Context: an optimization exercise on an open-source flow, tuned for small area. The choices shown serve that exercise and are no tape-out recipe.
Only simulation tests tie the RTL to the original design; equivalence was not proved.
Power is estimated from default activity; no workload was simulated.

$ cat config.mk
export PLATFORM = sky130hd
export DESIGN_NAME = FinalProject
export DESIGN_NICKNAME = FinalProject
export VERILOG_FILES = /design/flow/design.v
export SDC_FILE = /design/flow/constraint.sdc
export NUM_CORES = 4
export LEC_CHECK = 0
export CAP_MARGIN = 20
export CORE_MARGIN = 2
export CORE_UTILIZATION = 40
export PLACE_DENSITY = 0.6
export SLEW_MARGIN = 20
$ cat constraint.sdc
create_clock -name core_clock -period 40.0 [get_ports {clk}]
set_input_delay 8.0000 -clock core_clock [delete_from_list [all_inputs] [get_ports {clk}]]
set_output_delay 8.0000 -clock core_clock [all_outputs]
set_load 0.01 [all_outputs]
$ cat design.v
module FinalProject (
    input        clk,
    input  [9:0] SW,
    input  [1:0] KEY,
    input        BT_RX,
    output [6:0] HEX0, HEX1, HEX2, HEX3, HEX4, HEX5,
    output [3:0] VGA_R, VGA_G, VGA_B,
    output       VGA_HS, VGA_VS,
    output [9:0] LEDR
);
    wire rst_n = KEY[0];
    reg [9:0] hc;
    reg [9:0] vc;
    wire hc_end = (hc == 10'd799);
    always @(posedge clk) begin
        if (!rst_n) begin
            hc <= 10'd799;
            vc <= 10'd524;
        end else begin
            hc <= hc_end ? 10'd0 : hc + 10'd1;
            if (hc_end) vc <= (vc == 10'd524) ? 10'd0 : vc + 10'd1;
        end
    end
    wire disp_ena = (hc < 10'd640) && (vc < 10'd480);
    assign VGA_HS = ~((hc >= 10'd656) && (hc <= 10'd752));
    assign VGA_VS = ~((vc >= 10'd490) && (vc <= 10'd492));
    reg [7:0] baud;
    wire baud_tick = (baud == 8'd163);
    always @(posedge clk or negedge rst_n)
        if (!rst_n)         baud <= 8'd1;
        else if (baud_tick) baud <= 8'd1;
        else                baud <= baud + 8'd1;
    reg       rx_read;
    reg       rx_done;
    reg [3:0] bidx;
    reg [3:0] rcnt;
    reg       rx_nz;
    always @(posedge clk or negedge rst_n)
        if (!rst_n)       rx_read <= 1'b0;
        else if (rx_read) rx_read <= ~rx_done;
        else              rx_read <= ~BT_RX;
    wire rx_step  = baud_tick & rx_read;
    wire in_start = &bidx;
    wire in_stop  = bidx[3] & ~bidx[0];
    wire in_data  = ~bidx[3];
    wire c15      = &rcnt;
    wire st_end   = in_start & (rcnt == 4'd8);
    wire bit_end  = in_data & c15;
    wire stop_ok  = in_stop & c15 & BT_RX;
    always @(posedge clk or negedge rst_n)
        if (!rst_n) begin
            rx_done <= 1'b0;
            bidx    <= 4'hF;
            rcnt    <= 4'd0;
            rx_nz   <= 1'b0;
        end else if (rx_step) begin
            rx_done <= stop_ok;
            rcnt    <= (st_end | bit_end | stop_ok) ? 4'd0 : rcnt + 4'd1;
            if (st_end | bit_end) bidx <= bidx + 4'd1;
            else if (stop_ok)     bidx <= 4'hF;
            if (bit_end) rx_nz <= BT_RX | (rx_nz & (bidx != 4'd0));
        end
    reg done_d0, done_d1;
    always @(posedge clk or negedge rst_n)
        if (!rst_n) begin
            done_d0 <= 1'b0;
            done_d1 <= 1'b0;
        end else begin
            done_d0 <= rx_done;
            done_d1 <= done_d0;
        end
    wire bt_jump = done_d0 & ~done_d1 & rx_nz;
    reg [10:0] tick_cnt;
    wire game_tick = (tick_cnt == 11'd0);
    always @(posedge clk or negedge rst_n)
        if (!rst_n) tick_cnt <= 11'd0;
        else        tick_cnt <= tick_cnt + 11'd1;
    reg        game_over;
    reg [11:0] lfsr;
    wire       lfsr_fb = lfsr[11] ^ lfsr[10] ^ lfsr[9] ^ lfsr[3];
    wire       run_tick = game_tick & ~game_over;
    reg [4:0] jph;
    reg [6:0] hgt;
    always @(*) begin
        case (jph)
            5'd0:  hgt = 7'd0;    5'd1:  hgt = 7'd15;   5'd2:  hgt = 7'd29;
            5'd3:  hgt = 7'd42;   5'd4:  hgt = 7'd54;   5'd5:  hgt = 7'd65;
            5'd6:  hgt = 7'd75;   5'd7:  hgt = 7'd84;   5'd8:  hgt = 7'd92;
            5'd9:  hgt = 7'd99;   5'd10: hgt = 7'd105;  5'd11: hgt = 7'd110;
            5'd12: hgt = 7'd114;  5'd13: hgt = 7'd117;  5'd14: hgt = 7'd119;
            5'd15: hgt = 7'd120;  5'd16: hgt = 7'd120;  5'd17: hgt = 7'd119;
            5'd18: hgt = 7'd117;  5'd19: hgt = 7'd114;  5'd20: hgt = 7'd110;
            5'd21: hgt = 7'd105;  5'd22: hgt = 7'd99;   5'd23: hgt = 7'd92;
            5'd24: hgt = 7'd84;   5'd25: hgt = 7'd75;   5'd26: hgt = 7'd65;
            5'd27: hgt = 7'd54;   5'd28: hgt = 7'd42;   5'd29: hgt = 7'd29;
            5'd30: hgt = 7'd15;   default: hgt = 7'd0;
        endcase
    end
    wire on_ground = &jph;
    wire jump_pressed = ~KEY[1] | bt_jump;
    always @(posedge clk or negedge rst_n)
        if (!rst_n) jph <= 5'd31;
        else if (~game_over & on_ground & jump_pressed) jph <= 5'd0;
        else if (run_tick & ~on_ground) jph <= jph + 5'd1;
    wire dino_low = (jph <= 5'd2) | (jph >= 5'd29);
    reg [7:0] age0, age1;
    wire act0 = ~(age0[7] & (age0[6] | age0[5]));
    wire act1 = ~(age1[7] & (age1[6] | age1[5]));
    reg  [7:0] spawn_cnt;
    wire [7:0] rv = lfsr[7:0];
    reg  [5:0] rgap;
    always @(*) begin
        if (rv >= 8'd244)      rgap = rv - 8'd244;
        else if (rv >= 8'd183) rgap = rv - 8'd183;
        else if (rv >= 8'd122) rgap = rv - 8'd122;
        else if (rv >= 8'd61)  rgap = rv - 8'd61;
        else                   rgap = rv[5:0];
    end
    wire spawn = (spawn_cnt == 8'd0);
    wire hit0 = (age0 >= 8'd133) && (age0 <= 8'd144);
    wire hit1 = (age1 >= 8'd133) && (age1 <= 8'd144);
    wire collide = (hit0 | hit1) & dino_low;
    always @(posedge clk or negedge rst_n)
        if (!rst_n) begin
            age0      <= 8'd160;
            age1      <= 8'd160;
            spawn_cnt <= 8'd200;
            game_over <= 1'b0;
        end else if (run_tick) begin
            if (spawn & ~act0)     age0 <= 8'd0;
            else if (act0)         age0 <= age0 + 8'd1;
            if (spawn & act0)      age1 <= 8'd0;
            else if (act1)         age1 <= age1 + 8'd1;
            spawn_cnt <= spawn ? 8'd100 + {2'b00, rgap} : spawn_cnt - 8'd1;
            if (collide) game_over <= 1'b1;
        end
    always @(posedge clk or negedge rst_n)
        if (!rst_n)         lfsr <= 12'hA5A;
        else if (game_tick) lfsr <= {lfsr[10:0], lfsr_fb};
    reg        sw1_d;
    reg [11:0] dcol;
    always @(posedge clk or negedge rst_n)
        if (!rst_n) begin
            sw1_d <= 1'b0;
            dcol  <= 12'h0F0;
        end else begin
            sw1_d <= SW[1];
            if (sw1_d ^ SW[1]) dcol <= lfsr;
        end
    wire [9:0] ysum = {1'b0, vc[8:0]} + {3'b000, hgt};    
    wire in_dino = (hc >= 10'd80) && (hc < 10'd112) &&
                   (ysum >= 10'd340) && (ysum < 10'd380);
    wire [7:0] cq = hc[9:2];
    wire [8:0] os0 = {1'b0, cq} + {1'b0, age0};
    wire [8:0] os1 = {1'b0, cq} + {1'b0, age1};
    wire obs_rows = (vc >= 10'd340) && (vc < 10'd380);
    wire in_obs = obs_rows &&
                  ((act0 && os0 >= 9'd160 && os0 < 9'd165) ||
                   (act1 && os1 >= 9'd160 && os1 < 9'd165));
    wire ground = (vc >= 10'd380);
    reg [3:0] r, g, b;
    always @(*) begin
        if (!disp_ena) begin
            {r, g, b} = 12'h000;
        end else if (in_dino) begin
            {r, g, b} = game_over ? 12'hF0F : dcol;
        end else if (in_obs) begin
            {r, g, b} = 12'hF00;
        end else if (ground) begin
            {r, g, b} = 12'h320;
        end else begin
            {r, g, b} = 12'h47F;
        end
    end
    assign VGA_R = r;
    assign VGA_G = g;
    assign VGA_B = b;
    reg [14:0] div;
    wire score_pt = (div == 15'd4883);
    wire led_step = (div == 15'd19530);
    wire dying = run_tick & collide;
    always @(posedge clk or negedge rst_n)
        if (!rst_n)                 div <= 15'd0;
        else if (dying)             div <= 15'd0;
        else if (~game_over)        div <= score_pt ? 15'd1 : div + 15'd1;
        else                        div <= led_step ? 15'd0 : div + 15'd1;
    reg [3:0] ones, tens, hundreds;
    always @(posedge clk or negedge rst_n)
        if (!rst_n) begin
            ones <= 4'd0; tens <= 4'd0; hundreds <= 4'd0;
        end else if (~game_over & score_pt) begin
            if (ones == 4'd9) begin
                ones <= 4'd0;
                if (tens == 4'd9) begin
                    tens <= 4'd0;
                    if (hundreds != 4'd9) hundreds <= hundreds + 4'd1;
                end else tens <= tens + 4'd1;
            end else ones <= ones + 4'd1;
        end
    reg [3:0] high_ones, high_tens, high_hundreds;
    always @(posedge clk)
        if (!KEY[0] && !KEY[1]) begin
            high_ones <= 4'd0; high_tens <= 4'd0; high_hundreds <= 4'd0;
        end else if (game_over &&
                     {hundreds, tens, ones} > {high_hundreds, high_tens, high_ones}) begin
            high_ones <= ones; high_tens <= tens; high_hundreds <= hundreds;
        end
    wire [3:0] d0 = SW[0] ? high_ones     : ones;
    wire [3:0] d1 = SW[0] ? high_tens     : tens;
    wire [3:0] d2 = SW[0] ? high_hundreds : hundreds;
    function [6:0] seg7;
        input [3:0] digit;
        begin
            case (digit)
                4'd0: seg7 = 7'b1000000;
                4'd1: seg7 = 7'b1111001;
                4'd2: seg7 = 7'b0100100;
                4'd3: seg7 = 7'b0110000;
                4'd4: seg7 = 7'b0011001;
                4'd5: seg7 = 7'b0010010;
                4'd6: seg7 = 7'b0000010;
                4'd7: seg7 = 7'b1111000;
                4'd8: seg7 = 7'b0000000;
                4'd9: seg7 = 7'b0010000;
                default: seg7 = 7'b1111111;
            endcase
        end
    endfunction
    assign HEX0 = seg7(d0);
    assign HEX1 = seg7(d1);
    assign HEX2 = seg7(d2);
    assign HEX3 = 7'b1111111;
    assign HEX4 = 7'b1111111;
    assign HEX5 = 7'b1111111;
    reg [9:0] led_lfsr;
    reg       led_on;
    always @(posedge clk or negedge rst_n)
        if (!rst_n) begin
            led_lfsr <= 10'b1010110101;
            led_on   <= 1'b0;
        end else if (~game_over) begin
            led_on <= 1'b0;
        end else if (led_step) begin
            led_lfsr <= {led_lfsr[8:0], led_lfsr[9] ^ led_lfsr[6]};
            led_on   <= 1'b1;
        end
    wire [9:0] lp = {led_lfsr[0] ^ led_lfsr[7], led_lfsr[9:1]};
    wire [4:0] lx = {lp[4] ^ lp[5], lp[3] ^ lp[6], lp[2] ^ lp[7],
                     lp[1] ^ lp[8], lp[0] ^ lp[9]};
    assign LEDR = led_on ? {lx[0], lx[1], lx[2], lx[3], lx[4],
                            lx[4], lx[3], lx[2], lx[1], lx[0]} : 10'd0;
endmodule
$ cat run.sh
#!/bin/bash
# synth_recipe.tcl (not shown) runs the flow's synth.tcl, then flattens the netlist and writes it again
# the make line also repeats each setting of config.mk as NAME=value (left out here)
make -C /OpenROAD-flow-scripts/flow DESIGN_CONFIG=/design/flow/config.mk WORK_HOME=/design/flow/orfs CLKGATE_MAP_FILE= SYNTH_SCRIPT=/design/flow/synth_recipe.tcl finish
==> flow_summary.yaml <==
logic_synthesis:
  synthTopCellsByArea: "dfrtp_1 22%, ha_1 11%, dfstp_2 8.2%, dfxtp_1 6.0%, nor2_1 4.5%"
  async_flop_share_pct: 79.62
  synthDistinctLibCells: 76
  synthFlopType: "dfrtp_1"
  synth-seq-cells: 157
  synth_top_area_share_pct: 21.65
  synth_common_cells: "127 x nor2_1, 94 x ha_1, 92 x dfrtp_1, 87 x nand2_1, 77 x o21ai_0"
  yosysMostFrequentCell: "nor2_1"
  syn_area_um2: 10630
  yosys.area.top_type: "dfrtp_1"
  syn-mean-instance-area_um2: 8.929
  synth_edf_count: 0
  ys_warn_count: 1
  synthCells: 1191
  yosysSeqAreaShare_pct: 35.83
die:
  die-area_um2: 27910
  start_util_pct: 40.81
  design.core.area_um2: 26060
  fp.dieW_um: 167.1
  ios: 80
  dieHeight_um: 167.1
  row_count: 59
timing:
  max_freq_mhz: 52.54
  worst_slew_pin_slew_ns: 0.9319
  period_needed_ns: 19.03
  period_share_pct: 47.58
  maxSlewViolCount: 0
  grt_setup_unrepaired: "false"
  setup_viol: 0
  tns_ns: 0
  final-hold-violation-count: 0
  whs_ns: 0.3846
  slew_headroom_pct: 37.64
  fin_skew_ns: 0.01433
grt:
  grt_start_max_net_pins: 77
  grt_pass1_wl_mm: 39.50
  grt_pass1_vias: 7903
  grt_usage_pct: 16.96
  overflow: 0
  grt_antenna_before_repair: 0
place:
  dp_hpwl_mm: 16.09
  place.gp.congestion: 0.8681
  io_buffers: 50
detailed_routing:
  drc: 0
  drt_iter0_markers: 490
  wire_per_inst_um: 14.48
  vias: 8354
  drt_pass1_iterations: 5
  wirelength_mm: 22.75
  vias_per_cell: 5.318
  ant_nets: 0
clock_tree:
  cts_setup_buffers: 0
  cts_tree: "done"
  clockRootBuffer: "clkbuf_16"
  clk_latency_ns: 0.44
  cts_buffers: 17
  cts_buffer_depth: 2
  ctsResizeCount: 0
  ctsHoldBuffers: 0
  ctsHtreeMaxLevel: 4
  clock-sinks: 157
  clk_pin_slew_ns: 0.08
setup_path:
  path_buf_inv: 3
  endpoint_kind: "primary output"
  worstPathRequired_ns: 32.00
  crit_chain: "clkdlybuf4s50_1, o21ai_0, inv_1, ha_1, nand2_1, o21ai_0, a22oi_1, clkdlybuf4s50_1"
  slowest_delay_ns: 0.87
  crit_path_max_fanout: 16
  crit_family: "buffers and inverters"
  critPathArrivalTime_ns: 11.03
  cp_slowest_cell: "clkdlybuf4s50_1"
  worstSetupStartpointType: "primary input"
  critPathKind: "primary input to primary output"
flow_run:
  maxCapViolations: 0
pwr:
  p_int_mw: 0.3137
  power_switching_mw: 0.1492
  p_seq_share_pct: 38.8
  power.switching_fraction_pct: 32.23
  powerDensity_nw_per_um2: 38.61
  combPwrFrac_pct: 22.4
  vdd_drop_max_v: 0.00002261
  pwr-share-clk_pct: 38.8
  p_leak_nw: 5.127
hold_path:
  hp-class: "register to register"
final_layout:
  nets: 1334
  antenna_cells: 0
  areaGrowthSynthToFinish_pct: 12.73
  drive_gt1_share_pct: 9.304
run_status:
  status: "finished clean"
## placed cells by master, fill, tap and decap left out, types with 21 or more instances in the layout
cell / n
dfstp_2: 33
ha_1: 94
clkdlybuf4s50_1: 49
inv_1: 68
a21oi_1: 64
nand3_1: 39
xnor2_1: 48
mux2_2: 29
nor2_1: 127
xor2_1: 40
conb_1: 21
mux2i_1: 31
dfxtp_1: 32
o21ai_0: 77
nand2_1: 87
nor3_1: 24
dfrtp_1: 92
## stage by stage
stage / area [um^2] / utilization [%] / cells / setup slack [ns] / power [mW]
6_report: 11990 / 46.00 / 1571 / 20.97 / 0.4629
5_1_grt: 11990 / 46.00 / 1571 / 20.74 / 0.4903
4_1_cts: 11990 / 46.00 / 1571 / 21.01 / 0.4676
3_5_place_dp: 11340 / 43.53 / 1539 / 21.01 / 0.2859
3_3_place_gp: 11340 / 43.53 / 1539 / 21.04 / 0.2830
2_1_floorplan: 10710 / - / 1211 / 22.25 / 0.2624
## flip-flops by register name (all words and copies together) (netlist names), 5 cells and up
signal / cells
age0: 8
age1: 8
baud: 8
dcol: 12
div: 15
hc: 10
jph: 5
led_lfsr: 10
lfsr: 12
spawn_cnt: 8
tick_cnt: 11
vc: 10
## cells by family (layout without fill, tap and decap cells)
| logic type | after synthesis | count (layout) | synth area share (%) |
|---|---|---|---|
| buffers and inverters | 132 | 157 | 5.589 |
| adder cells (fa/ha/maj) | 97 | 97 | 11.62 |
| other | 1 | 21 | 0.03526 |
| AND/OR/NAND/NOR | 398 | 398 | 18.33 |
| AO/OA/AOI/OAI | 258 | 258 | 15.35 |
| XOR/XNOR | 88 | 88 | 7.248 |
| flip-flops | 157 | 157 | 35.83 |
| multiplexers | 60 | 60 | 5.989 |
## per-layer routing
| metal | global-route usage [%] | part of all wire (%) | up-vias | wire length (um) |
|---|---|---|---|---|
| li1 | - | - | 4199 | - |
| met1 | 23.61 | 49 | 4012 | 11210 |
| met2 | 27.00 | 46 | 123 | 10560 |
| met3 | 3.161 | 3.2 | 20 | 720 |
| met4 | 4.685 | 1.1 | 0 | 253 |
| met5 | 0 | 0 | - | 0 |
## worst paths after layout
path	startpoint	endpoint	slack, ns	depth (start not counted)
setup / recovery	SW[0]	HEX2[4]	20.97	8
hold / removal	done_d0$_DFF_PN0_	done_d1$_DFF_PN0_	0.38	0
setup reg to reg	tick_cnt[2]$_DFF_PN0_	div[6]$_DFF_PN0_	36.33	6
hold reg to reg	done_d0$_DFF_PN0_	done_d1$_DFF_PN0_	0.38	0
max in group asynchronous	KEY[0]	tick_cnt[5]$_DFF_PN0_	31.13	2
min in group asynchronous	KEY[0]	dcol[3]$_DFFE_PN0P_	7.57	1
## cell type report
| class | count | area, um^2 |
|---|---|---|
| Fill cell | 2478 | 14070 |
| Multi-Input combinational cell | 922 | 6305 |
| Sequential cell | 157 | 3810 |
| Timing Repair Buffer | 57 | 554.3 |
| Clock buffer | 17 | 425.4 |
| Tap cell | 335 | 419.2 |
| Inverter | 68 | 255.2 |
| Clock inverter | 15 | 219.0 |
## power groups by stage
stage / registers [mW] / clock network (mW) / logic, mW
after floorplan: 0.174 / 0 / 0.0883
after global placement: 0.183 / 0 / 0.100
after detailed placement: 0.183 / 0 / 0.103
after CTS: 0.180 / 0.184 / 0.104
after global routing: 0.181 / 0.191 / 0.118
final: 0.180 / 0.179 / 0.104

afterwards: timing with drivers on the ports:
The results above use ideal ports. As a check the final layout listed here was re-extracted and re-timed, cells and wires unchanged.
Step 1 assumes that a clkbuf_16 drives the clock port and a buf_2 every other input.
Step 2, shift: input delay + t, output delay - t, t = (earliest + latest rising clock arrival at the registers) / 2. This alone moves slack from input paths to output paths.
a / b / c = ideal / step 1 / step 2; a / b = the first two.
shift t [ns]: 0.478
slack for setup (ns): 20.968 / 20.942 / 20.942
worst setup path at the end: input to output
After both steps this run still meets setup and hold. For this run, drivers alone change the setup slack by -0.026 ns; drivers and shift together by -0.026 ns.
